What follows belongs to an exercise in optimizing a design on an open flow for small area, a short achievable clock period and few clock cycles; a production flow would make more cautious choices.
Where RTL was checked, it was by simulation tests only, not by an equivalence proof against the original.
No functional check of the RTL was part of runs 1 to 6.
Power figures rest on the tool's default switching activity, not on a simulated workload.

--- flow/run.sh ---
#!/bin/bash
# synth_recipe.tcl (not shown) runs the flow's synth.tcl, then flattens the netlist and writes it again
# the make line also repeats each setting of config.mk as NAME=value (left out here)
make -C /OpenROAD-flow-scripts/flow DESIGN_CONFIG=/design/flow/config.mk WORK_HOME=/design/flow/orfs CLKGATE_MAP_FILE= SYNTH_SCRIPT=/design/flow/synth_recipe.tcl finish
--- flow/config.mk ---
export PLATFORM = sky130hd
export DESIGN_NAME = finder
export DESIGN_NICKNAME = finder
export VERILOG_FILES = /design/flow/design.v
export SDC_FILE = /design/flow/constraint.sdc
export NUM_CORES = 4
export LEC_CHECK = 0
export CAP_MARGIN = 20
export CORE_MARGIN = 2
export CORE_UTILIZATION = 40
export CTS_BUF_LIST = sky130_fd_sc_hd__clkbuf_8
export CTS_CLUSTER_DIAMETER = 60
export CTS_CLUSTER_SIZE = 18
export SETUP_SLACK_MARGIN = 4.5
export SLEW_MARGIN = 20
export SYNTH_HIERARCHICAL = 1
--- flow/constraint.sdc ---
create_clock -name core_clock -period 8.0 [get_ports {clk}]
set_input_delay 1.6000 -clock core_clock [delete_from_list [all_inputs] [get_ports {clk}]]
set_output_delay 1.6000 -clock core_clock [all_outputs]
set_load 0.01 [all_outputs]
--- flow/design.v ---
module finder(clk,rst_n,wr,din,find,dfind,full,is,location);
	input clk;
	input rst_n;
	input wr;
	input [7:0] din;
	input find;
	input [7:0] dfind;
	output reg full;
	output reg is;
	output [5:0] location;
	reg [7:0] mem [0:62];
	reg [5:0] pointer;
	always @(posedge clk or negedge rst_n)
		if (!rst_n) begin
			pointer <= 6'd0;
			full <= 1'b0;
		end else if (wr) begin
			if (pointer != 6'd63) begin
				pointer <= pointer + 6'd1;
				full <= 1'b0;
			end else begin
				pointer <= 6'd0;
				full <= 1'b1;
			end
		end
	genvar i;
	generate
		for (i = 0; i < 63; i = i + 1) begin : g_mem
			always @(posedge clk)
				if (wr && pointer == i)
					mem[i] <= din;
		end
	endgenerate
	wire [63:0] m;
	wire [63:0] h;
	generate
		for (i = 0; i < 63; i = i + 1) begin : g_cmp
			eq8 u_eq (.a(mem[i]), .b(dfind), .y(m[i]));
			assign h[i] = m[i] & (location <= i);
		end
	endgenerate
	assign m[63] = 1'b0;
	assign h[63] = 1'b0;
	function [6:0] first64(input [63:0] v);
		reg [5:0] idx;
		integer k;
		begin
			idx = 6'd0;
			for (k = 63; k >= 0; k = k - 1)
				if (v[k]) idx = k;
			first64 = {|v, idx};
		end
	endfunction
	wire [6:0] fh = first64(h);
	wire [6:0] fm = first64(m);
	reg [5:0] fh_r, fm_r;
	reg anyh_r;
	always @(posedge clk or negedge rst_n)
		if (!rst_n) begin
			is <= 1'b0;
			anyh_r <= 1'b0;
			fh_r <= 6'd0;
			fm_r <= 6'd0;
		end else if (find) begin
			is <= fm[6];
			anyh_r <= fh[6];
			fh_r <= fh[5:0];
			fm_r <= fm[5:0];
		end
	assign location = anyh_r ? fh_r : fm_r;
endmodule
module eq8(a, b, y);
	input [7:0] a;
	input [7:0] b;
	output y;
	assign y = (a == b);
endmodule
==> results.py, run 1 <==
metrics = {
    "outcome": {
        "status": "finished clean",
    },
    "power_and_ir_drop": {
        "switching_power_as_a_share_of_total_power": 0.275,
        "peakVddDrop_uv": 140,
        "power.combinational.fraction": 0.146,
        "cellInternalPower_uw": 4170,
        "cellLeakagePower_uw": 0.00865,
        "finalPower_uw": 5760,
        "net-switching-power_uw": 1590,
        "power.share.clock": 0.300,
        "seqPwrFrac": 0.554,
        "power_per_cell_area_nw_per_um2": 201,
    },
    "timing": {
        "period_share": 0.444,
        "worst-slew-pin-transition_ns": 0.978,
        "max_clock_freq_mhz": 282,
        "setup-violations-final": 0,
        "slew_headroom": 0.348,
        "grt_setup_unrepaired": "yes",
        "skew_ns": 0.0323,
        "finalCriticalPeriod_ns": 3.55,
        "report.final.hold_viol_count": 0,
        "tns_ns": 0,
        "final-max-slew-violation-count": 0,
        "hold_slack_ns": 0.571,
    },
    "place": {
        "gp_congestion": 1.01,
        "dpl.hpwl_mm": 46.4,
        "dpl_cell_area_um2": 26100,
        "numPortBuffers": 27,
    },
    "routing": {
        "detail_route.drc_violations": 0,
        "initialDrtViolationCount": 1722,
        "routed_via_density": 5.76,
        "routed_wire_length_on_met3_mm": 4.86,
        "route.top_layer_used": "met4",
        "wl_met2_mm": 34.7,
        "drtPass1Iterations": 6,
        "post_drt_wl_per_cell_um": 26.7,
        "routed-via-count": 16280,
        "wirelength_mm": 75.5,
        "wirelength_met1_mm": 33.1,
        "ant_nets": 0,
    },
    "critical_path": {
        "crit_slowest_cell": "sky130_fd_sc_hd__or3b_2",
        "setup.worst_path.end_class": "register",
        "end_of_the_worst_register_to_register_path": "fh_r[0]",
        "setup.worst_path.end": "mem[4][4]",
        "cp_startpoint": "wr",
        "r2r.worst_path.cells": 12,
        "cp_max_fo": 16,
        "crit-reg2reg-launch": "anyh_r",
        "required_ns": 8.31,
        "internal_reg_to_reg_setup_slack_ns": 4.81,
        "cp-start-kind": "input pin",
        "crit_type": "in2reg",
        "crit_buf_inv": 1,
        "worst_path_dominant_cell_family": "simple AND/OR/NAND/NOR gates",
        "crit_cells": 3,
        "crit_chain": "clkdlybuf4s50_1 > or3b_2 > nor2_2",
        "critical_path.max_stage_delay_ns": 0.80,
        "worst-endpoint-arrival_ns": 3.86,
    },
    "cts": {
        "clk_latency_ns": 0.67,
        "cts.hold.buffers_added": 0,
        "cts_max_level": 2,
        "clock_path_buffers": 3,
        "clock-sinks": 525,
        "cts_inserted_buffers": 43,
        "cts_root_buf": "sky130_fd_sc_hd__clkbuf_8",
        "cts_tree": "yes",
        "path_clk_slew_ns": 0.10,
    },
    "grt": {
        "grt.total_usage": 0.230,
        "total_gr_overflow": 0,
        "grt_start_max_net_pins": 64,
        "grt_antenna_before_repair": 2,
        "grt_pass1_vias": 15553,
        "first_pass_grt_wire_length_mm": 107,
    },
    "synthesis": {
        "synth_xor_area_frac": 0.179,
        "synth-compound-area-share": 0.0619,
        "synth-edff-count": 504,
        "synthesis.nets": 1879,
        "number_of_different_library_cells_in_the_post_synthesis_netlist": 79,
        "yosysWarnings": 9,
        "synth.cell_area_um2": 24700,
        "synth_simple_gate_area_frac": 0.109,
        "postSynthRegisterBits": 525,
        "yosysSeqAreaShare": 0.633,
        "dominantRegCellSynth": "sky130_fd_sc_hd__edfxtp_1",
        "combinational_family_with_the_most_area_after_synthesis": "XOR/XNOR gates",
        "synth_fa_ha_area_frac": 0.00202,
        "postSynth.asyncResetShare": 0.0400,
        "postSynthAreaPerCell_um2": 13.3,
        "synth.area.mux_share": 0.00425,
        "syn_inst": 1855,
    },
    "cells_and_area": {
        "drive_gt1_frac": 0.159,
        "nets": 2028,
        "finish.utilization": 0.467,
        "fin_area_um2": 28600,
        "antenna-diode-count": 0,
        "synthToLayoutAreaGrowth_pct": 15.7,
    },
    "floorplan": {
        "pin_count": 28,
        "core_area_um2": 61400,
        "die_x_um": 253,
        "placementRows": 91,
        "fp.dieArea_um2": 63900,
        "chipHeight_um": 253,
        "initial_util": 0.403,
    },
    "flow_run": {
        "cap_viol_max_count": 0,
    },
    "min_path": {
        "hold_class": "reg2reg",
    },
}
==> worst min path at each step <==
stage,start,cells after the start,endpoint
2_1_floorplan,full,1,full
3_3_place_gp,is,2,is
3_5_place_dp,is,2,is
4_1_cts,is,2,is
5_1_grt,full,1,full
6_report,is,2,is
==> synthesized netlist by cell type, drive strengths merged, types with 4 or more instances <==
library cell,n,share of area
nand3b,9,0.0027
a22oi,7,0.0021
dfrtp,21,0.021
nor2,195,0.030
nand2b,6,0.0015
mux2i,6,0.0024
clkbuf,17,0.0026
buf,16,0.0043
nand2,50,0.0076
nor4,24,0.0069
a21boi,8,0.0024
o2bb2ai,4,0.0014
a21o,7,0.0021
or3,4,0.0010
a21oi,40,0.0082
and2,10,0.0025
nor3,30,0.0061
edfxtp,504,0.61
o21a,10,0.0030
o211ai,13,0.0039
a22o,4,0.0014
or2,5,0.0013
a31oi,16,0.0040
ha,4,0.0020
nand3,23,0.0049
mux2,4,0.0018
o31ai,14,0.0042
o21ai,54,0.011
nor3b,8,0.0024
or3b,4,0.0015
nand4,130,0.033
xnor2,506,0.18
inv,27,0.0041
nor2b,7,0.0018
==> per-module statistics from Yosys, one instance, submodules excluded <==
module	cells inside	copies in the design
finder	1162	1
eq8	11	63
==> tightest hold or removal path: stages (launching register included) <==
cell and delay, ns:
sky130_fd_sc_hd__dfrtp_1 0.36, sky130_fd_sc_hd__nor2_1 0.05, sky130_fd_sc_hd__a21oi_1 0.12
==> state kept, by name (all words and copies together) (netlist names) <==
| register | flops |
|---|---|
| full | 1 |
| fm_r | 6 |
| mem | 504 |
| is | 1 |
| fh_r | 6 |
| anyh_r | 1 |
| pointer | 6 |
==> cells in the final DEF (no fill, tap or decap), types with 12 or more instances in the layout <==
| master | netlist | layout |
|---|---|---|
| sky130_fd_sc_hd__o21ai_0 | 54 | 48 |
| sky130_fd_sc_hd__nor3_1 | 30 | 27 |
| sky130_fd_sc_hd__inv_1 | 26 | 28 |
| sky130_fd_sc_hd__nor4_1 | 22 | 19 |
| sky130_fd_sc_hd__buf_16 | 0 | 12 |
| sky130_fd_sc_hd__buf_6 | 4 | 12 |
| sky130_fd_sc_hd__edfxtp_1 | 504 | 504 |
| sky130_fd_sc_hd__a31oi_1 | 16 | 15 |
| sky130_fd_sc_hd__nand2_1 | 50 | 50 |
| sky130_fd_sc_hd__nor2_2 | 1 | 48 |
| sky130_fd_sc_hd__nor2_1 | 194 | 128 |
| sky130_fd_sc_hd__clkbuf_8 | 0 | 45 |
| sky130_fd_sc_hd__o31ai_1 | 14 | 14 |
| sky130_fd_sc_hd__nor2_4 | 0 | 19 |
| sky130_fd_sc_hd__a21oi_1 | 39 | 38 |
| sky130_fd_sc_hd__dfrtp_1 | 21 | 12 |
| sky130_fd_sc_hd__o211ai_1 | 13 | 13 |
| sky130_fd_sc_hd__buf_4 | 1 | 77 |
| sky130_fd_sc_hd__xnor2_1 | 506 | 506 |
| sky130_fd_sc_hd__nand4_1 | 130 | 130 |
| sky130_fd_sc_hd__nand3_1 | 22 | 21 |
==> layer usage <==
metal	up-vias	track usage
met5	-	0
met4	0	0.0862
met3	150	0.0330
met2	651	0.370
met1	8296	0.318
li1	7183	-
==> power by group through the flow <==
stage,registers [uW],logic (uW),clock network (uW)
floorplan,3200,422,0
global placement,3240,703,0
detailed placement,3250,706,0
CTS,3190,783,1770
global route,3200,894,1860
finish,3190,840,1730
==> area by class of cell <==
type | instances | area [um^2]
clock buffer | 45 | 619
clock inverter | 31 | 377
fill | 5407 | 32700
inverter | 28 | 125
multi-input combinational | 1269 | 9240
sequential | 525 | 15700
tap | 790 | 988
timing repair buffer | 137 | 1610
==> stage by stage <==
stage               instances  setup slack [ns]
floorplan                1855              4.63
global placement         2677              2.95
detailed placement       2678              2.90
CTS                      2770              4.30
global route             2825              4.41
finish                   2825              4.45
==> kinds of logic after synthesis <==
logic type,Yosys count
adder cells (fa/ha/maj),4
XOR/XNOR,506
flip-flops,525
multiplexers,10
AND/OR/NAND/NOR,522
AO/OA/AOI/OAI,227
buffers and inverters,61
==> timing repair <==
action                     in CTS  in global routing
setup endpoints to repair     284                107
cloned                          4                  4
buffers inserted               12                 51
hold endpoints to repair        0                  0
resized for setup             169                 81
pin swaps                       3                 13
==> inputs of run 2 (changes only) <==
--- a/flow/design.v
+++ b/flow/design.v
@@ -33,2 +33,3 @@
 	endgenerate
+	wire [5:0] p;
 	wire [63:0] m;
@@ -38,3 +39,3 @@
 			eq8 u_eq (.a(mem[i]), .b(dfind), .y(m[i]));
-			assign h[i] = m[i] & (location <= i);
+			assign h[i] = m[i] & (p <= i);
 		end
@@ -69,3 +70,4 @@
 		end
-	assign location = anyh_r ? fh_r : fm_r;
+	sel6 u_loc (.s(anyh_r), .a(fh_r), .b(fm_r), .y(location));
+	sel6 u_p (.s(anyh_r), .a(fh_r), .b(fm_r), .y(p));
 endmodule
@@ -77 +79,8 @@
 endmodule
+module sel6(s, a, b, y);
+	input s;
+	input [5:0] a;
+	input [5:0] b;
+	output [5:0] y;
+	assign y = s ? a : b;
+endmodule
==> run 2 against run 1 <==
Effect of this change: non-clock buffer count down 39; cell count up 0.28%; setup slack worse by 0.060 ns.
==> results.py, run 2 <==
metrics = {
    "outcome": {
        "status": "finished clean",
    },
    "synthesis": {
        "syn_inst": 1870,
        "yosysTopAreaCellShare": 0.607,
        "yosysTopAreaCell": "sky130_fd_sc_hd__edfxtp_1",
        "number_of_different_library_cells_in_the_post_synthesis_netlist": 80,
        "postSynth.asyncResetShare": 0.0400,
        "synthesis.nets": 1894,
        "postSynthRegisterBits": 525,
        "yosys.cell_count.top_type": "sky130_fd_sc_hd__xnor2_1",
        "synth.area.top_cells": "sky130_fd_sc_hd__edfxtp_1 (61%), sky130_fd_sc_hd__xnor2_1 (18%), sky130_fd_sc_hd__nand4_1 (3.4%)",
        "yosysWarnings": 9,
        "synth-edff-count": 504,
        "yosysSeqAreaShare": 0.628,
        "dominantRegCellSynth": "sky130_fd_sc_hd__edfxtp_1",
        "synth.cell_area_um2": 24900,
        "postSynthAreaPerCell_um2": 13.3,
        "synthTopCellsByCount": "sky130_fd_sc_hd__xnor2_1 (506), sky130_fd_sc_hd__edfxtp_1 (504), sky130_fd_sc_hd__nor2_1 (186), sky130_fd_sc_hd__nand4_1 (136), sky130_fd_sc_hd__a21oi_1 (63)",
    },
    "power_and_ir_drop": {
        "power.combinational.fraction": 0.152,
        "finalPower_uw": 5550,
        "switching_power_as_a_share_of_total_power": 0.278,
        "cellInternalPower_uw": 4010,
        "power_per_cell_area_nw_per_um2": 196,
        "peakVddDrop_uv": 92.2,
        "seqPwrFrac": 0.572,
        "net-switching-power_uw": 1540,
        "cellLeakagePower_uw": 0.00845,
        "power.share.clock": 0.277,
    },
    "cells_and_area": {
        "layout.cells.most_common": "sky130_fd_sc_hd__xnor2_1",
        "synthToLayoutAreaGrowth_pct": 13.4,
        "drive_gt1_frac": 0.134,
        "fill_cells": 5452,
        "finish.utilization": 0.459,
        "largest_reg_flops": 504,
        "antenna-diode-count": 0,
        "layout_common_cells": "sky130_fd_sc_hd__xnor2_1 (505), sky130_fd_sc_hd__edfxtp_1 (504), sky130_fd_sc_hd__nand4_1 (136)",
        "regMostFlops": "mem",
        "nets": 1997,
        "fin_area_um2": 28300,
    },
    "routing": {
        "routed-via-count": 15940,
        "drtPass1Iterations": 6,
        "initialDrtViolationCount": 1594,
        "routed_via_density": 5.63,
        "post_drt_wl_per_cell_um": 26.3,
        "wirelength_mm": 74.6,
        "detail_route.drc_violations": 0,
        "ant_nets": 0,
    },
    "grt": {
        "grt_pass1_vias": 15468,
        "first_pass_grt_wire_length_mm": 107,
        "grt.total_usage": 0.230,
        "grt_antenna_before_repair": 0,
        "total_gr_overflow": 0,
        "grt_start_max_net_pins": 64,
    },
    "cts": {
        "cts_root_buf": "sky130_fd_sc_hd__clkbuf_8",
        "cts_inserted_buffers": 41,
        "clk_latency_ns": 0.65,
        "cts_max_level": 2,
        "clock-sinks": 525,
        "cts_tree": "yes",
        "clock_path_buffers": 3,
        "path_clk_slew_ns": 0.11,
    },
    "critical_path": {
        "worst-endpoint-arrival_ns": 3.90,
        "critical_path.max_stage_delay_ns": 0.82,
        "crit_chain": "clkdlybuf4s50_1 > or3b_2 > nor2_1",
        "cp_max_fo": 16,
        "required_ns": 8.30,
        "crit_type": "in2reg",
        "cp-start-kind": "input pin",
        "crit_slowest_cell": "sky130_fd_sc_hd__or3b_2",
        "worst_path_dominant_cell_family": "simple AND/OR/NAND/NOR gates",
        "setup.worst_path.end_class": "register",
        "crit_buf_inv": 1,
    },
    "timing": {
        "slew_headroom": 0.343,
        "report.final.hold_viol_count": 0,
        "setup-violations-final": 0,
        "tns_ns": 0,
        "grt_setup_unrepaired": "yes",
        "final-max-slew-violation-count": 0,
        "finalCriticalPeriod_ns": 3.61,
        "period_share": 0.451,
        "worst-slew-pin-transition_ns": 0.986,
        "max_clock_freq_mhz": 277,
        "skew_ns": 0.0399,
    },
    "floorplan": {
        "chipHeight_um": 254,
        "placementRows": 91,
        "pin_count": 28,
        "die_x_um": 254,
        "core_area_um2": 61600,
        "fp.dieArea_um2": 64300,
        "initial_util": 0.405,
    },
    "min_path": {
        "hold_class": "reg2reg",
    },
    "place": {
        "dpl.hpwl_mm": 43.2,
        "dpl_cell_area_um2": 26200,
        "gp_congestion": 1.01,
        "numPortBuffers": 27,
    },
    "flow_run": {
        "cap_viol_max_count": 0,
    },
}
run 2: cell count changes in the layout (fill, tap and decap cells not counted), sizes merged, moves of 9 or more:
cell and change:
buf -46, a21oi +24, nor3 -11, nor4 -11, mux2 +9
run 2: power groups by stage:
stage | registers (uW) | logic (uW) | clock network (uW)
2_1_floorplan | 3200 | 450 | 0
3_3_place_gp | 3230 | 742 | 0
3_5_place_dp | 3240 | 747 | 0
4_1_cts | 3170 | 810 | 1570
5_1_grt | 3180 | 892 | 1660
6_report | 3170 | 842 | 1540
run 2: per-module statistics from Yosys, one instance, submodules excluded:
module,cells,cell area (um^2),flops+latches
eq8,11,86.3,0
finder,1163,19300,525
sel6,7,101,0
run 2: per-stage QoR:
stage,cells,hold WS [ns],setup slack [ns]
2_1_floorplan,1870,0.477,4.63
6_report,2833,0.544,4.39
3_3_place_gp,2722,0.502,2.70
4_1_cts,2801,0.531,4.42
5_1_grt,2833,0.566,4.38
3_5_place_dp,2722,0.505,2.70
run 2: kinds of logic after synthesis:
family,synth area share
buffers and inverters,0.0148
AND/OR/NAND/NOR,0.102
AO/OA/AOI/OAI,0.0668
XOR/XNOR,0.178
flip-flops,0.628
adder cells (fa/ha/maj),0.00241
multiplexers,0.00808
run 2: path summary, 6_finish.rpt:
kind	from	endpoint	slack [ns]	cells past startpoint
min	fm_r[4]	fm_r[4]	0.54	1
max	wr	mem[11][4]	4.39	3
min reg2reg	fm_r[4]	fm_r[4]	0.54	1
min in group asynchronous	rst_n	fh_r[0]	1.34	2
max reg2reg	anyh_r	fh_r[1]	4.59	10
max in group asynchronous	rst_n	anyh_r	6.36	2
run 2: layout make-up:
| type | instances | area (um^2) | area share |
|---|---|---|---|
| Clock inverter | 24 | 260 | 0.00921 |
| Clock buffer | 42 | 578 | 0.0204 |
| Sequential cell | 525 | 15700 | 0.554 |
| Tap cell | 837 | 1050 | 0.0370 |
| Timing Repair Buffer | 98 | 1340 | 0.0475 |
| Multi-Input combinational cell | 1273 | 9250 | 0.327 |
| Inverter | 34 | 128 | 0.00451 |
run 2: metal layers:
metal / track usage / vias up / wire length [um]
li1: - / 7090 / -
met1: 0.311 / 8074 / 32000
met2: 0.374 / 630 / 34900
met3: 0.0356 / 146 / 4710
met4: 0.0855 / 0 / 3040
met5: 0 / - / 0
run 2: what timing repair did:
item	CTS	global route
setup buffers	5	29
pin swaps	0	13
gates cloned	8	3
hold buffers	0	0
endpoints found under the setup margin	139	101
resized for setup	122	54
==> inputs of run 3 (changes only) <==
--- a/flow/config.mk
+++ b/flow/config.mk
@@ -13,3 +13,3 @@
 export CTS_CLUSTER_SIZE = 18
-export SETUP_SLACK_MARGIN = 4.5
+export SETUP_SLACK_MARGIN = 4.8
 export SLEW_MARGIN = 20
==> run 3 against run 2 <==
Effect of this change: cell count grew 3.6%; wire length grew 7.8%; flip-flop and latch count is the same; largest power group unchanged; combinational power grew 18%; die area is the same; still clean.
==> results.py, run 3 <==
metrics = {
    "outcome": {
        "status": "finished clean",
    },
    "critical_path": {
        "required_ns": 6.40,
        "internal_reg_to_reg_setup_slack_ns": 4.65,
        "crit-reg2reg-launch": "anyh_r",
        "r2r.worst_path.cells": 12,
        "setup.worst_path.end_class": "output port",
        "crit_chain": "buf_6 > buf_6 > mux2_4 > buf_6",
        "worst-endpoint-arrival_ns": 1.85,
        "cp_max_fo": 4,
        "end_of_the_worst_register_to_register_path": "fh_r[5]",
        "crit_top_cell": "sky130_fd_sc_hd__buf_6",
        "critical_path.max_stage_delay_ns": 0.51,
        "cp-start-kind": "register",
        "crit_type": "reg2out",
        "crit_slowest_cell": "sky130_fd_sc_hd__dfrtp_4",
    },
    "power_and_ir_drop": {
        "peakVddDrop_uv": 95.5,
        "power_per_cell_area_nw_per_um2": 187,
        "cellLeakagePower_uw": 0.00954,
    },
    "cells_and_area": {
        "drive_gt1_frac": 0.245,
        "largest_reg_flops": 504,
        "regMostFlops": "mem",
        "finish.utilization": 0.497,
        "antenna-diode-count": 0,
        "synthToLayoutAreaGrowth_pct": 22.9,
        "layout.cells.most_common": "sky130_fd_sc_hd__edfxtp_1",
        "fill_cells": 5206,
        "layout_common_cells": "sky130_fd_sc_hd__edfxtp_1 (504), sky130_fd_sc_hd__xnor2_1 (474), sky130_fd_sc_hd__nand4_1 (136)",
        "instances_no_fill": 2935,
        "nets": 2096,
    },
    "place": {
        "dpl.hpwl_mm": 43.5,
        "gp_congestion": 0.934,
        "numPortBuffers": 27,
        "place_inst": 2719,
    },
    "synthesis": {
        "synth.cell_area_um2": 24900,
        "yosysTopAreaCellShare": 0.607,
        "number_of_different_library_cells_in_the_post_synthesis_netlist": 80,
        "synth.area.top_cells": "sky130_fd_sc_hd__edfxtp_1 (61%), sky130_fd_sc_hd__xnor2_1 (18%), sky130_fd_sc_hd__nand4_1 (3.4%)",
        "postSynth.asyncResetShare": 0.0400,
        "synthesis.nets": 1894,
        "synth-edff-count": 504,
        "yosysWarnings": 9,
        "yosysSeqAreaShare": 0.628,
        "dominantRegCellSynth": "sky130_fd_sc_hd__edfxtp_1",
        "postSynthAreaPerCell_um2": 13.3,
        "yosys.cell_count.top_type": "sky130_fd_sc_hd__xnor2_1",
        "postSynthRegisterBits": 525,
        "syn_inst": 1870,
        "yosysTopAreaCell": "sky130_fd_sc_hd__edfxtp_1",
        "synthTopCellsByCount": "sky130_fd_sc_hd__xnor2_1 (506), sky130_fd_sc_hd__edfxtp_1 (504), sky130_fd_sc_hd__nor2_1 (186), sky130_fd_sc_hd__nand4_1 (136), sky130_fd_sc_hd__a21oi_1 (63)",
    },
    "timing": {
        "finalCriticalPeriod_ns": 3.45,
        "report.final.hold_viol_count": 0,
        "period_share": 0.431,
        "slew_headroom": 0.328,
        "skew_ns": 0.0290,
        "worst-slew-pin-transition_ns": 1.01,
        "setup-violations-final": 0,
        "tns_ns": 0,
        "grt_setup_unrepaired": "yes",
        "max_clock_freq_mhz": 290,
        "final-max-slew-violation-count": 0,
    },
    "floorplan": {
        "chipHeight_um": 254,
        "pin_count": 28,
        "fp.dieArea_um2": 64300,
        "placementRows": 91,
        "initial_util": 0.405,
        "die_x_um": 254,
        "core_area_um2": 61600,
    },
    "routing": {
        "detail_route.drc_violations": 0,
        "routed_via_density": 5.71,
        "wirelength_mm": 80.4,
        "drtPass1Iterations": 6,
        "ant_nets": 0,
        "routed-via-count": 16761,
        "initialDrtViolationCount": 1685,
        "post_drt_wl_per_cell_um": 27.4,
    },
    "min_path": {
        "timing.hold.worst_endpoint": "fm_r[4]",
        "hold_crit_start": "fm_r[4]",
        "hold_class": "reg2reg",
        "hold_depth": 1,
    },
    "cts": {
        "clock-sinks": 525,
        "cts_max_level": 2,
        "cts_tree": "yes",
        "path_clk_slew_ns": 0.09,
        "cts_root_buf": "sky130_fd_sc_hd__clkbuf_8",
        "cts_inserted_buffers": 41,
        "cts.hold.buffers_added": 0,
        "clk_latency_ns": 0.67,
        "clock_path_buffers": 3,
    },
    "grt": {
        "first_pass_grt_wire_length_mm": 113,
        "grt_util_met2": 0.410,
        "grt.total_usage": 0.246,
        "highest_utilization_routing_layer_at_the_global_route_stage": "met2",
        "grt_pass1_vias": 15876,
        "grt_start_max_net_pins": 64,
        "grt_antenna_before_repair": 0,
        "met3_usage": 0.0325,
        "total_gr_overflow": 0,
        "gr_util_met1": 0.337,
    },
    "flow_run": {
        "cap_viol_max_count": 0,
    },
}
-- run 3: cell counts after synthesis --
No cell type changed its count.
-- run 3: power by group --
part	internal, uW	total [uW]	leakage (uW)	switching, uW
sequential	3110	3170	0.00481	67.6
combinational	381	994	0.00429	613
clock	608	1550	0.000446	945
total	4090	5720	0.00954	1630
-- run 3: area by class of cell --
type | instances | area [um^2] | share of cell area
clock inverters | 28 | 272 | 0.00886
clock buffers | 41 | 564 | 0.0184
well taps | 837 | 1050 | 0.0342
repair buffers | 194 | 2660 | 0.0867
flip-flops and latches | 525 | 15700 | 0.511
multi-input cells | 1276 | 10300 | 0.336
inverters | 34 | 128 | 0.00417
-- run 3: what timing repair did --
item,CTS,global route
hold endpoints to repair,0,0
cloned,25,7
setup buffers,67,48
setup endpoints to repair,493,284
gates resized for setup,279,151
pin swaps,44,59
-- run 3: how the worst max path moves through the flow --
stage                  start          end
floorplan           dfind[6]      fh_r[0]
global placement    dfind[7]      fh_r[0]
detailed placement  dfind[0]      fh_r[0]
CTS                   anyh_r  location[4]
global route          anyh_r      fh_r[5]
finish                anyh_r  location[4]
-- run 3: modules after synthesis, one instance, submodules excluded --
module  cells inside  flip-flops and latches
finder          1163                     525
sel6               7                       0
eq8               11                       0
-- run 3: stage by stage --
step | cell area (um^2) | total power [uW] | setup slack [ns] | hold WS [ns]
3_5_place_dp | 26200 | 3970 | 2.67 | 0.508
3_3_place_gp | 26200 | 3960 | 2.58 | 0.505
5_1_grt | 30600 | 5900 | 4.50 | 0.558
2_1_floorplan | 25000 | 3650 | 4.74 | 0.477
6_report | 30600 | 5720 | 4.55 | 0.533
4_1_cts | 29400 | 5660 | 4.45 | 0.534
-- run 3: cells by family (layout without fill, tap and decap cells) --
kind of cell	Yosys count	in the layout	synth area share
AOI/OAI and AO/OA	252	252	0.0668
xor gates and xnor gates	506	506	0.178
adders and majority gates	5	5	0.00241
buffers and inverters	72	297	0.0148
DFF	525	525	0.628
muxes	14	17	0.00808
and+or+nand+nor	496	496	0.102
-- run 3: layer usage --
metal  routed length, um  up-vias
li1                    -     7320
met5                   0        -
met3                5660      155
met4                2960        0
met2               38200      732
met1               33600     8554
-- run 3: critical path: cells and delay by family (launching register included) --
kind | cells | cell delay (ns)
buffers and inverters | 3 | 0.39
flip-flops | 1 | 0.51
multiplexers | 1 | 0.30
==> inputs of run 4 (changes only) <==
--- a/flow/design.v
+++ b/flow/design.v
@@ -28,4 +28,6 @@
 		for (i = 0; i < 63; i = i + 1) begin : g_mem
+			wire we;
+			and2 u_we (.a(wr), .b(pointer == i), .y(we));
 			always @(posedge clk)
-				if (wr && pointer == i)
+				if (we)
 					mem[i] <= din;
@@ -86 +88,7 @@
 endmodule
+module and2(a, b, y);
+	input a;
+	input b;
+	output y;
+	assign y = a & b;
+endmodule
--- a/flow/config.mk
+++ b/flow/config.mk
@@ -13,3 +13,3 @@
 export CTS_CLUSTER_SIZE = 18
-export SETUP_SLACK_MARGIN = 4.8
+export SETUP_SLACK_MARGIN = 4.5
 export SLEW_MARGIN = 20
==> run 4 against run 3 <==
Effect of this change: still clean on timing, DRC and antenna; clock skew down 0.0011 ns; non-clock buffer count fell by 93; critical path depth rose by 8; setup slack got worse by 0.0039 ns; design area shrank 6.2%; utilization shrank 3.3 points; hold slack better by 0.00071 ns; fmax down 0.11%; cell count fell by 1.2%; flip-flop and latch count stayed put; register-to-register slack worse by 0.02 ns.
==> results.py, run 4 <==
metrics = {
    "outcome": {
        "status": "finished clean",
    },
    "floorplan": {
        "initial_util": 0.406,
        "fp.dieArea_um2": 64900,
        "core_area_um2": 61900,
        "pin_count": 28,
        "die_x_um": 255,
        "chipHeight_um": 255,
        "placementRows": 91,
    },
    "flow_run": {
        "cap_viol_max_count": 0,
    },
    "synthesis": {
        "synth-compound-area-share": 0.0645,
        "synth.area.mux_share": 0.00801,
        "synth-edff-count": 504,
        "yosysTopAreaCell": "sky130_fd_sc_hd__edfxtp_1",
        "postSynth.asyncResetShare": 0.0400,
        "postSynthRegisterBits": 525,
        "syn_inst": 1929,
        "yosysWarnings": 9,
        "synth.cell_area_um2": 25100,
        "number_of_different_library_cells_in_the_post_synthesis_netlist": 74,
        "postSynthAreaPerCell_um2": 13.0,
        "synthesis.nets": 1953,
        "synth_simple_gate_area_frac": 0.114,
        "synthTopCellsByCount": "sky130_fd_sc_hd__xnor2_1 (506), sky130_fd_sc_hd__edfxtp_1 (504), sky130_fd_sc_hd__nor2_1 (201), sky130_fd_sc_hd__nand4_1 (134), sky130_fd_sc_hd__and2_1 (65)",
        "yosysTopAreaCellShare": 0.602,
        "synth.area.top_cells": "sky130_fd_sc_hd__edfxtp_1 (60%), sky130_fd_sc_hd__xnor2_1 (18%), sky130_fd_sc_hd__nand4_1 (3.3%)",
        "combinational_family_with_the_most_area_after_synthesis": "XOR/XNOR gates",
        "synth_xor_area_frac": 0.176,
        "dominantRegCellSynth": "sky130_fd_sc_hd__edfxtp_1",
        "yosys.cell_count.top_type": "sky130_fd_sc_hd__xnor2_1",
        "synth_fa_ha_area_frac": 0.00239,
        "yosysSeqAreaShare": 0.623,
    },
    "critical_path": {
        "required_ns": 8.56,
        "cp-start-kind": "input pin",
        "crit_type": "in2reg",
        "cp_max_fo": 19,
        "worst-endpoint-arrival_ns": 4.01,
        "setup.worst_path.end_class": "register",
    },
    "grt": {
        "highest_utilization_routing_layer_at_the_global_route_stage": "met2",
        "grt_util_met2": 0.371,
        "grt_start_max_net_pins": 73,
        "gr_util_met1": 0.339,
        "first_pass_grt_wire_length_mm": 110,
        "total_gr_overflow": 0,
        "grt_pass1_vias": 15904,
        "met3_usage": 0.0295,
        "grt.total_usage": 0.233,
        "grt_antenna_before_repair": 1,
    },
    "routing": {
        "ant_nets": 0,
        "routed_via_density": 5.62,
        "detail_route.drc_violations": 0,
        "post_drt_wl_per_cell_um": 26.3,
        "initialDrtViolationCount": 1669,
        "routed-via-count": 16298,
        "drtPass1Iterations": 6,
        "wirelength_mm": 76.4,
    },
    "timing": {
        "worst-slew-pin-transition_ns": 1.08,
        "tns_ns": 0,
        "setup-violations-final": 0,
        "postLayoutSetupSlackWorst_ns": 4.55,
        "skew_ns": 0.0279,
        "report.final.hold_viol_count": 0,
        "final-max-slew-violation-count": 0,
        "finalCriticalPeriod_ns": 3.45,
        "period_share": 0.432,
        "hold_slack_ns": 0.534,
        "grt_setup_unrepaired": "no",
        "slew_headroom": 0.281,
        "max_clock_freq_mhz": 290,
    },
    "cts": {
        "clk_latency_ns": 0.66,
        "cts_max_level": 2,
        "clock_path_buffers": 3,
        "cts_tree": "yes",
        "path_clk_slew_ns": 0.09,
        "cts_root_buf": "sky130_fd_sc_hd__clkbuf_8",
        "clock-sinks": 525,
        "cts_inserted_buffers": 41,
    },
    "power_and_ir_drop": {
        "power_per_cell_area_nw_per_um2": 195,
        "cellLeakagePower_uw": 0.00869,
        "peakVddDrop_uv": 128,
    },
    "place": {
        "gp_congestion": 0.963,
        "place_inst": 2780,
        "dpl.hpwl_mm": 43.4,
        "post-place-ws_ns": 2.82,
        "numPortBuffers": 27,
    },
    "cells_and_area": {
        "regMostFlops": "mem",
        "instances_no_fill": 2899,
        "synthToLayoutAreaGrowth_pct": 14.4,
        "drive_gt1_frac": 0.132,
        "layout.cells.most_common": "sky130_fd_sc_hd__xnor2_1",
        "nets": 2057,
        "largest_reg_flops": 504,
        "layout_common_cells": "sky130_fd_sc_hd__xnor2_1 (506), sky130_fd_sc_hd__edfxtp_1 (504), sky130_fd_sc_hd__nor2_1 (142)",
        "fill_cells": 5568,
    },
    "min_path": {
        "hold_class": "reg2reg",
    },
}
## run 4: changes by cell type in the layout (fill, tap and decap cells not counted), sizes merged, moves of 12 or more
cell / before / now
buf: 167 / 84
and2: 6 / 65
o21ai: 56 / 69
nor2: 190 / 202
## run 4: what timing repair did
item | in CTS | in global routing
gates cloned | 10 | 5
resized for setup | 157 | 63
hold buffers | 0 | 0
setup endpoints to repair | 20 | 15
buffers inserted | 4 | 28
pin swaps | 4 | 20
## run 4: layout make-up
class                      count  area [um^2]  area share
clock buffer                  44          606      0.0211
inverter                      29          116     0.00405
timing repair buffer         101         1480      0.0515
tap                          837         1050      0.0364
antenna                        1         2.50   0.0000870
clock inverter                27          240     0.00835
sequential                   525        15700       0.545
multi-input combinational   1335         9600       0.334
## run 4: where the power goes
group / switching [uW] / internal [uW] / total [uW] / leakage (uW)
Combinational: 606 / 299 / 905 / 0.00343
Clock: 944 / 603 / 1550 / 0.000450
Sequential: 52.1 / 3100 / 3150 / 0.00480
## run 4: critical path, cell delays in order
cell                        delay (ns)
sky130_fd_sc_hd__buf_16           0.15
sky130_fd_sc_hd__buf_16           0.23
sky130_fd_sc_hd__xnor2_1          0.14
sky130_fd_sc_hd__nand4_1          0.16
sky130_fd_sc_hd__nor2_4           0.07
sky130_fd_sc_hd__nor2b_1          0.14
sky130_fd_sc_hd__a2111oi_2        0.38
sky130_fd_sc_hd__o32ai_2          0.14
sky130_fd_sc_hd__and3b_1          0.25
sky130_fd_sc_hd__nor3b_4          0.20
sky130_fd_sc_hd__nand4_1          0.14
sky130_fd_sc_hd__o32a_1           0.32
## run 4: logic make-up (layout without fill, tap and decap cells)
kind of cell / count (synthesis) / after routing
AOI/OAI and AO/OA: 250 / 250
xor gates and xnor gates: 506 / 506
adders and majority gates: 5 / 5
buffers and inverters: 69 / 201
DFF: 525 / 525
muxes: 14 / 14
other: 0 / 1
and+or+nand+nor: 560 / 560
## run 4: stage by stage
stage	cell area, um^2	util	power [uW]
floorplan	25100	-	3660
global placement	26400	0.427	4010
detailed placement	26400	0.427	4010
CTS	28100	0.454	5590
global route	28800	0.464	5790
finish	28800	0.464	5600
## run 4: path summary, 6_finish.rpt
kind	start	endpoint	slack, ns	cells after the start
max	dfind[5]	anyh_r	4.55	12
min	fm_r[3]	fm_r[3]	0.53	1
max reg2reg	anyh_r	anyh_r	4.63	10
min reg2reg	fm_r[3]	fm_r[3]	0.53	1
max in group asynchronous	rst_n	anyh_r	6.33	2
min in group asynchronous	rst_n	full	1.33	2
## run 4: per-module statistics from Yosys, one instance, submodules excluded
| module | times used | flip-flops and latches | cells inside |
|---|---|---|---|
| and2 | 63 | 0 | 1 |
| eq8 | 63 | 0 | 11 |
| sel6 | 2 | 0 | 7 |
| finder | 1 | 525 | 1159 |
## run 4: per-layer routing
layer / part of all wire / wire (um)
met1: 0.46 / 34900
met3: 0.061 / 4630
met4: 0.024 / 1860
met2: 0.46 / 34900
met5: 0 / 0
==> inputs of run 5 (changes only) <==
--- a/flow/config.mk
+++ b/flow/config.mk
@@ -13,3 +13,3 @@
 export CTS_CLUSTER_SIZE = 18
-export SETUP_SLACK_MARGIN = 4.5
+export SETUP_SLACK_MARGIN = 4.6
 export SLEW_MARGIN = 20
==> run 5 against run 4 <==
Effect of this change: sequential power about the same; critical path depth unchanged; synthesized cell count unchanged; die area unchanged; critical endpoint unchanged; largest cell class unchanged.
==> results.py, run 5 <==
metrics = {
    "power_and_ir_drop": {
        "net-switching-power_uw": 1640,
        "peakVddDrop_uv": 105,
        "cellInternalPower_uw": 4080,
        "finalPower_uw": 5720,
        "seqPwrFrac": 0.551,
        "cellLeakagePower_uw": 0.00933,
        "power_per_cell_area_nw_per_um2": 190,
        "switching_power_as_a_share_of_total_power": 0.287,
        "power.combinational.fraction": 0.170,
        "power.share.clock": 0.278,
    },
    "timing": {
        "report.final.hold_viol_count": 0,
        "grt_setup_unrepaired": "yes",
        "period_share": 0.427,
        "max_clock_freq_mhz": 293,
        "worst-slew-pin-transition_ns": 1.01,
        "tns_ns": 0,
        "setup-violations-final": 0,
        "final-max-slew-violation-count": 0,
        "slew_headroom": 0.324,
        "finalCriticalPeriod_ns": 3.42,
        "skew_ns": 0.0347,
    },
    "synthesis": {
        "number_of_different_library_cells_in_the_post_synthesis_netlist": 74,
        "postSynthRegisterBits": 525,
        "synthTopCellsByCount": "sky130_fd_sc_hd__xnor2_1 (506), sky130_fd_sc_hd__edfxtp_1 (504), sky130_fd_sc_hd__nor2_1 (201), sky130_fd_sc_hd__nand4_1 (134), sky130_fd_sc_hd__and2_1 (65)",
        "yosysWarnings": 9,
        "synthesis.nets": 1953,
        "synth.cell_area_um2": 25100,
        "synth-edff-count": 504,
        "synth_simple_gate_area_frac": 0.114,
        "synth.area.mux_share": 0.00801,
        "synth_xor_area_frac": 0.176,
        "synth.area.top_cells": "sky130_fd_sc_hd__edfxtp_1 (60%), sky130_fd_sc_hd__xnor2_1 (18%), sky130_fd_sc_hd__nand4_1 (3.3%)",
        "syn_inst": 1929,
        "combinational_family_with_the_most_area_after_synthesis": "XOR/XNOR gates",
        "yosysSeqAreaShare": 0.623,
        "yosys.cell_count.top_type": "sky130_fd_sc_hd__xnor2_1",
        "yosysTopAreaCell": "sky130_fd_sc_hd__edfxtp_1",
        "postSynthAreaPerCell_um2": 13.0,
        "yosysTopAreaCellShare": 0.602,
        "postSynth.asyncResetShare": 0.0400,
        "synth_fa_ha_area_frac": 0.00239,
        "synth-compound-area-share": 0.0645,
        "dominantRegCellSynth": "sky130_fd_sc_hd__edfxtp_1",
    },
    "critical_path": {
        "critical_path.max_stage_delay_ns": 0.37,
        "cp-start-kind": "input pin",
        "setup.worst_path.end_class": "register",
        "crit_buf_inv": 3,
        "cp_max_fo": 16,
        "worst_path_dominant_cell_family": "simple AND/OR/NAND/NOR gates",
        "crit_slowest_cell": "sky130_fd_sc_hd__or3_1",
        "crit_chain": "buf_16 > buf_16 > buf_6 > xnor2_1 > nand4_1 > nor2_4 > o21a_1 > nor2_1 > a21oi_2 > or2_0 > or3_1 > o32a_1",
        "crit_top_cell": "sky130_fd_sc_hd__buf_16",
        "required_ns": 8.56,
        "crit-reg2reg-launch": "anyh_r",
        "cp_startpoint": "dfind[5]",
        "worst-endpoint-arrival_ns": 3.97,
        "crit_type": "in2reg",
    },
    "floorplan": {
        "fp.dieArea_um2": 64900,
        "placementRows": 91,
        "die_x_um": 255,
        "initial_util": 0.406,
        "chipHeight_um": 255,
        "pin_count": 28,
        "core_area_um2": 61900,
    },
    "routing": {
        "drtPass1Iterations": 5,
        "routed_via_density": 5.66,
        "ant_nets": 0,
        "detail_route.drc_violations": 0,
        "routed-via-count": 16777,
        "wirelength_mm": 79.2,
        "post_drt_wl_per_cell_um": 26.7,
        "initialDrtViolationCount": 1824,
    },
    "cts": {
        "cts_tree": "yes",
        "path_clk_slew_ns": 0.10,
        "clock-sinks": 525,
        "cts_inserted_buffers": 42,
        "clk_latency_ns": 0.67,
        "clock_path_buffers": 3,
        "cts_max_level": 2,
        "cts_root_buf": "sky130_fd_sc_hd__clkbuf_8",
    },
    "cells_and_area": {
        "nets": 2127,
        "layout.cells.most_common": "sky130_fd_sc_hd__edfxtp_1",
        "finish.utilization": 0.486,
        "largest_reg_flops": 504,
        "synthToLayoutAreaGrowth_pct": 19.6,
        "regMostFlops": "mem",
        "layout_common_cells": "sky130_fd_sc_hd__edfxtp_1 (504), sky130_fd_sc_hd__xnor2_1 (486), sky130_fd_sc_hd__nor2_1 (141)",
        "antenna-diode-count": 0,
        "fill_cells": 5456,
        "drive_gt1_frac": 0.188,
    },
    "min_path": {
        "hold_class": "reg2reg",
        "hold_crit_start": "fm_r[1]",
    },
    "place": {
        "dpl.hpwl_mm": 43.4,
        "numPortBuffers": 27,
        "gp_congestion": 0.974,
    },
    "grt": {
        "grt_start_max_net_pins": 73,
        "grt_antenna_before_repair": 0,
        "grt_pass1_vias": 15898,
        "first_pass_grt_wire_length_mm": 110,
        "grt.total_usage": 0.234,
        "total_gr_overflow": 0,
    },
    "outcome": {
        "status": "finished clean",
    },
    "flow_run": {
        "cap_viol_max_count": 0,
    },
}
==> run 5: cell count changes in the layout (fill, tap and decap cells not counted), sizes merged <==
cell,delta
buf,+62
bufbuf,+1
bufinv,+1
clkbuf,+4
clkdlybuf4s15,+1
clkinvlp,-1
diode,-1
inv,-1
==> run 5: cell families after synthesis <==
group                    Yosys count
AO/OA/AOI/OAI                    250
buffers and inverters             69
adder cells (fa/ha/maj)            5
multiplexers                      14
flip-flops                       525
XOR/XNOR                         506
AND/OR/NAND/NOR                  560
==> run 5: cell type report <==
class                      instances  area, um^2  area share
sequential                       525       15700       0.521
timing repair buffer             170        2330      0.0774
clock buffer                      43         592      0.0197
tap                              837        1050      0.0348
clock inverter                    26         275     0.00915
inverter                          29         116     0.00387
multi-input combinational       1335       10100       0.334
==> run 5: worst register-to-register path: stages, from the launching register on <==
cell and delay [ns]:
sky130_fd_sc_hd__dfrtp_4 0.55, sky130_fd_sc_hd__buf_6 0.15, sky130_fd_sc_hd__buf_4 0.13, sky130_fd_sc_hd__mux2_4 0.47
sky130_fd_sc_hd__nand4_1 0.40, sky130_fd_sc_hd__a2111oi_4 0.47, sky130_fd_sc_hd__o32ai_2 0.16, sky130_fd_sc_hd__and3b_1 0.25
sky130_fd_sc_hd__nor3b_2 0.19, sky130_fd_sc_hd__nand4_1 0.15, sky130_fd_sc_hd__buf_4 0.18, sky130_fd_sc_hd__a22o_1 0.16
==> run 5: timing repair <==
action,CTS,global route
hold buffers,0,0
buffers inserted,36,53
gates cloned,18,10
resized for setup,188,136
pin swaps,15,88
endpoints found under the setup margin,20,19
==> run 5: worst paths after layout <==
| kind | endpoint | slack, ns | cells after the start |
|---|---|---|---|
| hold / removal | fm_r[1] | 0.53 | 2 |
| setup / recovery | anyh_r | 4.58 | 12 |
| max in group asynchronous | pointer[3] | 6.37 | 2 |
| min in group asynchronous | anyh_r | 1.31 | 2 |
| hold reg to reg | fm_r[1] | 0.53 | 2 |
| setup reg to reg | fh_r[5] | 4.64 | 11 |
==> run 5: power groups by stage <==
stage	Combinational (uW)	Sequential [uW]	Clock (uW)
after global placement	778	3210	0
after detailed placement	780	3220	0
after floorplan	472	3190	0
after global routing	1030	3160	1720
after CTS	892	3150	1620
final	976	3150	1590
==> run 5: per-module statistics from Yosys, one instance, submodules excluded <==
module / cells / flops+latches / cell area [um^2] / times used
finder: 1159 / 525 / 19100 / 1
sel6: 7 / 0 / 101 / 2
and2: 1 / 0 / 6.26 / 63
eq8: 11 / 0 / 86.3 / 63
==> run 5: per-layer routing <==
layer | global-route usage | vias up | wire, um
li1 | - | 7426 | -
met5 | 0 | - | 0
met3 | 0.0320 | 121 | 5700
met4 | 0.0591 | 0 | 1850
met1 | 0.333 | 8535 | 34600
met2 | 0.379 | 695 | 37000
==> run 5: per-stage QoR <==
| step | setup slack, ns | std cells | hold slack [ns] | area [um^2] |
|---|---|---|---|---|
| detailed placement | 2.74 | 2779 | 0.516 | 26400 |
| floorplan | 4.58 | 1929 | 0.477 | 25100 |
| finish | 4.58 | 2965 | 0.530 | 30100 |
| global route | 4.50 | 2965 | 0.557 | 30100 |
| global placement | 2.77 | 2779 | 0.502 | 26400 |
| CTS | 4.58 | 2902 | 0.536 | 28700 |
==> inputs of run 6 (changes only) <==
--- a/flow/config.mk
+++ b/flow/config.mk
@@ -13,3 +13,3 @@
 export CTS_CLUSTER_SIZE = 18
-export SETUP_SLACK_MARGIN = 4.6
+export SETUP_SLACK_MARGIN = 4.7
 export SLEW_MARGIN = 20
==> run 6 against run 5 <==
Effect of this change: register-to-register slack about the same; global-route usage up 1.0 points; highest routed layer unchanged; synthesized cell count unchanged; area after synthesis unchanged; sequential share of layout area down 1.4 points; total power up 1.7%; non-clock buffer count up 44; largest power group unchanged; sequential power about the same; clock-buffer cell count up 2; clock skew up 0.024 ns.
==> results.py, run 6 <==
metrics = {
    "cells_and_area": {
        "antenna-diode-count": 0,
        "layout_common_cells": "sky130_fd_sc_hd__edfxtp_1 (504), sky130_fd_sc_hd__xnor2_1 (484), sky130_fd_sc_hd__nor2_1 (142)",
        "regMostFlops": "mem",
        "largest_reg_flops": 504,
        "nets": 2174,
        "instances_no_fill": 3016,
        "synthToLayoutAreaGrowth_pct": 22.9,
        "layout.cells.most_common": "sky130_fd_sc_hd__edfxtp_1",
        "drive_gt1_frac": 0.212,
    },
    "synthesis": {
        "postSynth.asyncResetShare": 0.0400,
        "combinational_family_with_the_most_area_after_synthesis": "XOR/XNOR gates",
        "synth.area.mux_share": 0.00801,
        "syn_inst": 1929,
        "synth.area.top_cells": "sky130_fd_sc_hd__edfxtp_1 (60%), sky130_fd_sc_hd__xnor2_1 (18%), sky130_fd_sc_hd__nand4_1 (3.3%)",
        "synth-edff-count": 504,
        "yosysTopAreaCell": "sky130_fd_sc_hd__edfxtp_1",
        "synth-compound-area-share": 0.0645,
        "synthTopCellsByCount": "sky130_fd_sc_hd__xnor2_1 (506), sky130_fd_sc_hd__edfxtp_1 (504), sky130_fd_sc_hd__nor2_1 (201), sky130_fd_sc_hd__nand4_1 (134), sky130_fd_sc_hd__and2_1 (65)",
        "synth_fa_ha_area_frac": 0.00239,
        "yosysWarnings": 9,
        "synth_xor_area_frac": 0.176,
        "synth_simple_gate_area_frac": 0.114,
        "yosysTopAreaCellShare": 0.602,
        "synthesis.nets": 1953,
        "dominantRegCellSynth": "sky130_fd_sc_hd__edfxtp_1",
        "yosys.cell_count.top_type": "sky130_fd_sc_hd__xnor2_1",
        "postSynthRegisterBits": 525,
        "postSynthAreaPerCell_um2": 13.0,
        "number_of_different_library_cells_in_the_post_synthesis_netlist": 74,
        "yosysSeqAreaShare": 0.623,
        "synth.cell_area_um2": 25100,
    },
    "floorplan": {
        "initial_util": 0.406,
        "fp.dieArea_um2": 64900,
        "pin_count": 28,
        "chipHeight_um": 255,
        "die_x_um": 255,
        "placementRows": 91,
        "core_area_um2": 61900,
    },
    "critical_path": {
        "cp_startpoint": "dfind[6]",
        "crit_slowest_cell": "sky130_fd_sc_hd__a311o_1",
        "setup.worst_path.end_class": "register",
        "crit-reg2reg-launch": "anyh_r",
        "required_ns": 8.57,
        "worst-endpoint-arrival_ns": 3.98,
        "critical_path.max_stage_delay_ns": 0.40,
        "crit_chain": "bufbuf_16 > xnor2_1 > nand4_1 > nor2_4 > o21bai_1 > a311o_1 > nand2_1 > a211oi_1 > o21ai_1 > nand4_1 > a211oi_2",
        "crit_type": "in2reg",
        "crit_top_cell": "sky130_fd_sc_hd__nand4_1",
        "cp_max_fo": 16,
        "cp-start-kind": "input pin",
    },
    "routing": {
        "detail_route.drc_violations": 0,
        "post_drt_wl_per_cell_um": 26.5,
        "routed_via_density": 5.64,
        "wirelength_mm": 79.9,
        "ant_nets": 0,
        "drtPass1Iterations": 5,
        "initialDrtViolationCount": 1726,
        "routed-via-count": 17003,
    },
    "timing": {
        "finalCriticalPeriod_ns": 3.41,
        "tns_ns": 0,
        "final-max-slew-violation-count": 0,
        "setup-violations-final": 0,
        "slew_headroom": 0.355,
        "grt_setup_unrepaired": "yes",
        "skew_ns": 0.0585,
        "period_share": 0.426,
        "worst-slew-pin-transition_ns": 0.967,
        "max_clock_freq_mhz": 293,
        "report.final.hold_viol_count": 0,
    },
    "place": {
        "numPortBuffers": 27,
        "place_inst": 2783,
        "gp_congestion": 0.967,
        "dpl.hpwl_mm": 43.4,
    },
    "min_path": {
        "hold_class": "reg2reg",
        "hold_crit_start": "fm_r[3]",
    },
    "power_and_ir_drop": {
        "power_per_cell_area_nw_per_um2": 188,
        "cellLeakagePower_uw": 0.00980,
        "peakVddDrop_uv": 98.1,
    },
    "cts": {
        "cts_inserted_buffers": 44,
        "path_clk_slew_ns": 0.09,
        "cts_tree": "yes",
        "clock-sinks": 525,
        "clk_latency_ns": 0.68,
        "cts_root_buf": "sky130_fd_sc_hd__clkbuf_8",
        "clock_path_buffers": 3,
        "cts_max_level": 2,
    },
    "grt": {
        "first_pass_grt_wire_length_mm": 114,
        "grt_start_max_net_pins": 73,
        "total_gr_overflow": 0,
        "grt.total_usage": 0.244,
        "grt_pass1_vias": 16127,
        "grt_antenna_before_repair": 1,
    },
    "outcome": {
        "status": "finished clean",
    },
    "flow_run": {
        "cap_viol_max_count": 0,
    },
}
[run 6: cell counts after synthesis]
No cell type changed its count.
[run 6: repair_timing]
action                     in CTS  in global routing
resized for setup             249                104
cloned                         25                  6
hold endpoints to repair        0                  0
setup endpoints to repair      21                 19
pin swaps                      50                 66
hold buffers                    0                  0
setup buffers                  76                 51
[run 6: cell type report]
type / count / area, um^2
well taps: 837 / 1050
inverters: 29 / 116
clock inverters: 30 / 319
repair buffers: 214 / 2930
flip-flops and latches: 525 / 15700
multi-input cells: 1336 / 10200
clock buffers: 45 / 619
fillers: 5388 / 31000
[run 6: Yosys stat by module, one instance, submodules excluded]
module  cell area (um^2)  times used  cells inside
eq8                 86.3          63            11
sel6                 101           2             7
and2                6.26          63             1
finder             19100           1          1159
[run 6: final timing paths]
kind                       endpoint  slack (ns)  depth (start not counted)
min reg2reg                 fm_r[3]        0.54                          1
max                         fh_r[1]        4.59                         11
min in group asynchronous      full        1.32                          2
max reg2reg                 fh_r[5]        4.64                         10
max in group asynchronous    anyh_r        6.32                          2
min                         fm_r[3]        0.54                          1
[run 6: layer usage]
| layer | wire length [um] | part of all wire | vias up | global-route usage |
|---|---|---|---|---|
| met2 | 37600 | 0.47 | 703 | 0.396 |
| met5 | 0 | 0 | - | 0 |
| met3 | 5570 | 0.070 | 117 | 0.0319 |
| met4 | 2590 | 0.032 | 0 | 0.0740 |
| li1 | - | - | 7542 | - |
| met1 | 34200 | 0.43 | 8641 | 0.343 |
[run 6: power breakdown]
group,internal (uW),leakage [uW],switching [uW]
registers,3100,0.00480,58.1
logic,379,0.00451,627
clock network,668,0.000489,990
total,4140,0.00980,1680
[run 6: critical path: cells and delay by family]
kind / cells / cell delay [ns]
xor gates and xnor gates: 1 / 0.17
AOI/OAI and AO/OA: 5 / 0.99
buffers and inverters: 1 / 0.31
and+or+nand+nor: 4 / 0.86
[run 6: metrics by stage]
step                      worst slack, ns  utilization  instance area, um^2  hold WS, ns  power (uW)
after floorplan                      4.58            -                25200        0.477        3670
after global placement               2.76        0.428                26500        0.498        4000
after detailed placement             2.78        0.428                26500        0.508        4010
after CTS                            4.60        0.482                29800        0.530        5790
after global routing                 4.48        0.499                30900        0.584        6010
final                                4.59        0.499                30900        0.545        5820
[run 6: cells by family (layout without fill, tap and decap cells)]
kind of cell,Yosys count,after routing
xor gates and xnor gates,506,506
and+or+nand+nor,560,560
DFF,525,525
muxes,14,15
adders and majority gates,5,5
AOI/OAI and AO/OA,250,250
buffers and inverters,69,318
==> inputs of run 7 (changes only) <==
--- a/flow/design.v
+++ b/flow/design.v
@@ -28,6 +28,4 @@
 		for (i = 0; i < 63; i = i + 1) begin : g_mem
-			wire we;
-			and2 u_we (.a(wr), .b(pointer == i), .y(we));
 			always @(posedge clk)
-				if (we)
+				if (wr && pointer == i)
 					mem[i] <= din;
@@ -35,3 +33,2 @@
 	endgenerate
-	wire [5:0] p;
 	wire [63:0] m;
@@ -40,4 +37,4 @@
 		for (i = 0; i < 63; i = i + 1) begin : g_cmp
-			eq8 u_eq (.a(mem[i]), .b(dfind), .y(m[i]));
-			assign h[i] = m[i] & (p <= i);
+			assign m[i] = (mem[i] == dfind);
+			assign h[i] = m[i] & (location <= i);
 		end
@@ -72,23 +69,3 @@
 		end
-	sel6 u_loc (.s(anyh_r), .a(fh_r), .b(fm_r), .y(location));
-	sel6 u_p (.s(anyh_r), .a(fh_r), .b(fm_r), .y(p));
+	assign location = anyh_r ? fh_r : fm_r;
 endmodule
-module eq8(a, b, y);
-	input [7:0] a;
-	input [7:0] b;
-	output y;
-	assign y = (a == b);
-endmodule
-module sel6(s, a, b, y);
-	input s;
-	input [5:0] a;
-	input [5:0] b;
-	output [5:0] y;
-	assign y = s ? a : b;
-endmodule
-module and2(a, b, y);
-	input a;
-	input b;
-	output y;
-	assign y = a & b;
-endmodule
==> flow/flow/run.sh (new file) <==
#!/bin/bash
# Standard layout (standard synthesis and every standard step), with ORFS's
# power recovery enabled after global-route repair: it downsizes cells on
# paths that have slack to spare.
set -euo pipefail
bash standard.sh RECOVER_POWER=100 finish > flow_make.log 2>&1
==> flow/standard.sh (new file) <==
#!/bin/bash
# synth_recipe.tcl (not shown) runs the flow's synth.tcl, then flattens the netlist and writes it again
# the make line also repeats each setting of config.mk as NAME=value (left out here)
make -C /OpenROAD-flow-scripts/flow DESIGN_CONFIG=/design/flow/config.mk WORK_HOME=/design/flow/orfs CLKGATE_MAP_FILE= SYNTH_SCRIPT=/design/flow/synth_recipe.tcl "${@:-finish}"
--- a/flow/config.mk
+++ b/flow/config.mk
@@ -13,4 +13,3 @@
 export CTS_CLUSTER_SIZE = 18
-export SETUP_SLACK_MARGIN = 4.7
+export SETUP_SLACK_MARGIN = 4.5
 export SLEW_MARGIN = 20
-export SYNTH_HIERARCHICAL = 1
removed: flow/run.sh
==> run 7 against run 6 <==
Effect of this change: the layout now fails its checks (capacitance limit, slew limit); wire length decreased by 2.2%; critical path depth stayed put; utilization down 4.3 points; synthesized cell count fell by 1.8%; setup slack worse by 1.7 ns; fmax shrank 33%; flip-flop and latch count unchanged; clock-buffer cell count increased by 1; cell count fell by 6.0%; design area fell by 7.4%; clock power decreased by 2%.
==> results.py, run 7 <==
metrics = {
    "outcome": {
        "status": "failed layout checks",
        "layout_violations": "capacitance limit, slew limit",
    },
    "synthesis": {
        "yosysWarnings": 2,
        "postSynthAreaPerCell_um2": 13.3,
        "number_of_different_library_cells_in_the_post_synthesis_netlist": 87,
        "postSynthRegisterBits": 525,
        "synthTopCellsByCount": "sky130_fd_sc_hd__edfxtp_1 (504), sky130_fd_sc_hd__xor2_1 (304), sky130_fd_sc_hd__xnor2_1 (202), sky130_fd_sc_hd__nor2_1 (144), sky130_fd_sc_hd__nand2_1 (96)",
        "yosys.cell_count.top_type": "sky130_fd_sc_hd__edfxtp_1",
        "yosysSeqAreaShare": 0.621,
        "yosysTopAreaCell": "sky130_fd_sc_hd__edfxtp_1",
        "synthesis.nets": 1918,
        "yosysTopAreaCellShare": 0.600,
        "synth-edff-count": 504,
        "synth.area.top_cells": "sky130_fd_sc_hd__edfxtp_1 (60%), sky130_fd_sc_hd__xor2_1 (11%), sky130_fd_sc_hd__xnor2_1 (7.0%)",
        "dominantRegCellSynth": "sky130_fd_sc_hd__edfxtp_1",
        "postSynth.asyncResetShare": 0.0400,
        "syn_inst": 1894,
        "synth.cell_area_um2": 25200,
    },
    "critical_path": {
        "worst_path_dominant_cell_family": "simple AND/OR/NAND/NOR gates",
        "r2r.worst_path.cells": 11,
        "crit-reg2reg-launch": "anyh_r",
        "worst-endpoint-arrival_ns": 5.66,
        "crit_cells": 11,
        "cp-start-kind": "input pin",
        "cp_startpoint": "dfind[5]",
        "setup.worst_path.end": "fm_r[3]",
        "cp_max_fo": 18,
        "crit_buf_inv": 2,
        "internal_reg_to_reg_setup_slack_ns": 4.23,
        "required_ns": 8.55,
        "setup.worst_path.end_class": "register",
        "critical_path.max_stage_delay_ns": 1.16,
        "crit_chain": "buf_16 > clkbuf_1 > xor2_1 > nor4_1 > nand2_1 > o21ai_0 > nor4b_1 > a21oi_2 > o2111ai_1 > a2111oi_0 > o2bb2ai_1",
        "crit_slowest_cell": "sky130_fd_sc_hd__clkbuf_1",
        "crit_type": "in2reg",
        "end_of_the_worst_register_to_register_path": "fh_r[0]",
    },
    "floorplan": {
        "die_x_um": 255,
        "pin_count": 28,
        "initial_util": 0.402,
        "placementRows": 92,
        "core_area_um2": 62700,
        "fp.dieArea_um2": 65100,
        "chipHeight_um": 255,
    },
    "power_and_ir_drop": {
        "cellLeakagePower_uw": 0.00938,
        "cellInternalPower_uw": 4030,
        "power_per_cell_area_nw_per_um2": 196,
        "peakVddDrop_uv": 147,
        "net-switching-power_uw": 1590,
        "seqPwrFrac": 0.566,
        "switching_power_as_a_share_of_total_power": 0.283,
        "power.combinational.fraction": 0.147,
        "power.share.clock": 0.287,
    },
    "cts": {
        "clock-sinks": 525,
        "clock_path_buffers": 3,
        "cts_root_buf": "sky130_fd_sc_hd__clkbuf_8",
        "cts.hold.buffers_added": 0,
        "cts_max_level": 2,
        "cts_tree": "yes",
        "clk_latency_ns": 0.68,
        "cts_inserted_buffers": 43,
        "path_clk_slew_ns": 0.10,
    },
    "routing": {
        "wirelength_mm": 78.1,
        "detail_route.drc_violations": 0,
        "routed_via_density": 5.69,
        "ant_nets": 0,
        "routed-via-count": 16146,
        "initialDrtViolationCount": 1969,
        "post_drt_wl_per_cell_um": 27.5,
        "drtPass1Iterations": 5,
    },
    "grt": {
        "grt_start_max_net_pins": 64,
        "grt_pass1_vias": 15186,
        "total_gr_overflow": 0,
        "grt.total_usage": 0.234,
        "grt_antenna_before_repair": 0,
        "first_pass_grt_wire_length_mm": 108,
    },
    "timing": {
        "hold_slack_ns": 0.516,
        "final-max-slew-violation-count": 550,
        "period_share": 0.639,
        "max_clock_freq_mhz": 196,
        "setup-violations-final": 0,
        "skew_ns": 0.0644,
        "finalCriticalPeriod_ns": 5.11,
        "tns_ns": 0,
        "report.final.hold_viol_count": 0,
        "slew_headroom": -1.72,
        "worst-slew-pin-transition_ns": 4.08,
        "grt_setup_unrepaired": "yes",
    },
    "flow_run": {
        "cap_viol_max_count": 10,
    },
    "cells_and_area": {
        "fill_cells": 5590,
        "drive_gt1_frac": 0.140,
        "final-seq-area_um2": 15700,
        "layout_common_cells": "sky130_fd_sc_hd__edfxtp_1 (504), sky130_fd_sc_hd__xor2_1 (302), sky130_fd_sc_hd__xnor2_1 (201)",
        "regMostFlops": "mem",
        "instances_no_fill": 2836,
        "nets": 1985,
        "multiInputGateArea_um2": 9390,
        "synthToLayoutAreaGrowth_pct": 13.5,
        "largest_reg_flops": 504,
        "layout.cells.most_common": "sky130_fd_sc_hd__edfxtp_1",
    },
    "min_path": {
        "hold_class": "reg2reg",
    },
    "place": {
        "dpl.hpwl_mm": 45.6,
        "gp_congestion": 0.942,
        "place_inst": 2715,
        "numPortBuffers": 27,
    },
}
## run 7: cell types whose count changed in the layout (fill, tap and decap cells not counted), sizes merged, moves of 55 or more
cell	change
and2	-55
buf	-123
nand4	-75
nor2	-58
nor4	+68
xnor2	-304
xor2	+304
## run 7: area by class of cell
type | instances | area share
flip-flops and latches | 525 | 0.547
multi-input cells | 1267 | 0.328
repair buffers | 108 | 0.0533
well taps | 846 | 0.0370
clock buffers | 46 | 0.0221
clock inverters | 27 | 0.00958
inverters | 16 | 0.00267
diodes | 1 | 0.0000874
## run 7: routing by layer
layer  vias to the layer above  track usage  part of all wire
met4                         0       0.0782             0.029
met2                       733        0.370              0.46
met3                       119       0.0350             0.079
met5                         -            0                 0
met1                      8197        0.332              0.43
li1                       7097            -                 -
## run 7: worst register-to-register path, cell delays in order, from the launching register on
cell and delay [ns]:
sky130_fd_sc_hd__dfrtp_2 0.37, sky130_fd_sc_hd__clkbuf_1 0.47, sky130_fd_sc_hd__o21a_2 0.28, sky130_fd_sc_hd__buf_12 0.13, sky130_fd_sc_hd__clkinvlp_2 0.73, sky130_fd_sc_hd__a211oi_1 0.61
sky130_fd_sc_hd__o21ai_0 0.19, sky130_fd_sc_hd__a21oi_1 0.20, sky130_fd_sc_hd__o22ai_1 0.12, sky130_fd_sc_hd__a211oi_2 0.25, sky130_fd_sc_hd__o211ai_2 0.13, sky130_fd_sc_hd__a22o_1 0.20
## run 7: timing repair
| item | 4_1_cts | 5_1_grt |
|---|---|---|
| buffers inserted | 13 | 16 |
| gates resized for setup | 133 | 82 |
| pin swaps | 6 | 14 |
| gates cloned | 12 | 6 |
| endpoints found under the setup margin | 22 | 55 |
| endpoints found under the hold margin | 0 | 0 |
## run 7: logic make-up (layout without fill, tap and decap cells)
kind of cell	after synthesis	after routing	synth area share
xor+xnor	506	506	0.176
buf+inv	102	197	0.0292
fa+ha+maj	4	4	0.00198
simple gates	493	493	0.0995
compound gates	260	260	0.0704
mux	4	4	0.00198
flops	525	525	0.621
other cells	0	1	0
## run 7: power by group through the flow
stage | combinational [uW] | sequential (uW) | clock [uW]
global route | 872 | 3190 | 1730
CTS | 799 | 3170 | 1640
global placement | 699 | 3230 | 0
detailed placement | 705 | 3230 | 0
floorplan | 487 | 3200 | 0
finish | 824 | 3180 | 1620
## run 7: worst min-delay path by stage
stage,from,to,slack (ns),cells after the start
floorplan,fh_r[5],fh_r[5],0.51,1
global placement,full,full,0.50,1
detailed placement,full,full,0.50,1
CTS,full,full,0.53,1
global route,full,full,0.54,1
finish,full,full,0.52,1
## run 7: metrics by stage
step	power [uW]	instance area, um^2	utilization	setup slack (ns)
detailed placement	3940	26200	0.418	2.81
CTS	5610	28100	0.449	4.26
floorplan	3680	25500	-	4.37
global route	5800	28600	0.456	2.93
finish	5620	28600	0.456	2.89
global placement	3930	26200	0.418	2.72
Testbench counts of run 7, summed over its fixed seeds: cycles 2,400.

-- afterwards: timing with drivers on the ports --
How much do the figures lean on ideal ports? The routed layouts below were timed once more, with nothing changed but the port constraints. Step 1, drivers: a clkbuf_16 drives clk and a buf_2 each remaining input, both assumed. Step 2 moves the port delays by t, midway between the first and last clock arrival at a register: inputs arrive t later, outputs are due t later. That takes back most of the time a late clock gives input paths. Three values: ideal, step 1, step 2; two values: the first two.
run	t (ns)	setup slack, ns	worst setup path at the end	worst slew at a driven data input, ns	cell pins on the clock port's net
run 1	0.709	4.451 / 4.352 / 3.643	input to register	0.29	1
run 2	0.689	4.392 / 4.335 / 3.646	input to register	0.24	1
run 3	0.715	4.550 / 4.493 / 3.782	input to register	0.32	1
run 4	0.715	4.547 / 4.336 / 3.621	input to register	0.35	1
run 5	0.708	4.583 / 4.446 / 3.738	input to register	0.25	1
run 6	0.715	4.592 / 4.329 / 3.614	input to register	0.39	1
run 7	0.704	2.885 / 2.745 / 2.041	input to register	0.28	1
For run 6, which loses most, drivers alone change the setup slack by -0.263 ns; drivers and shift together by -0.978 ns.
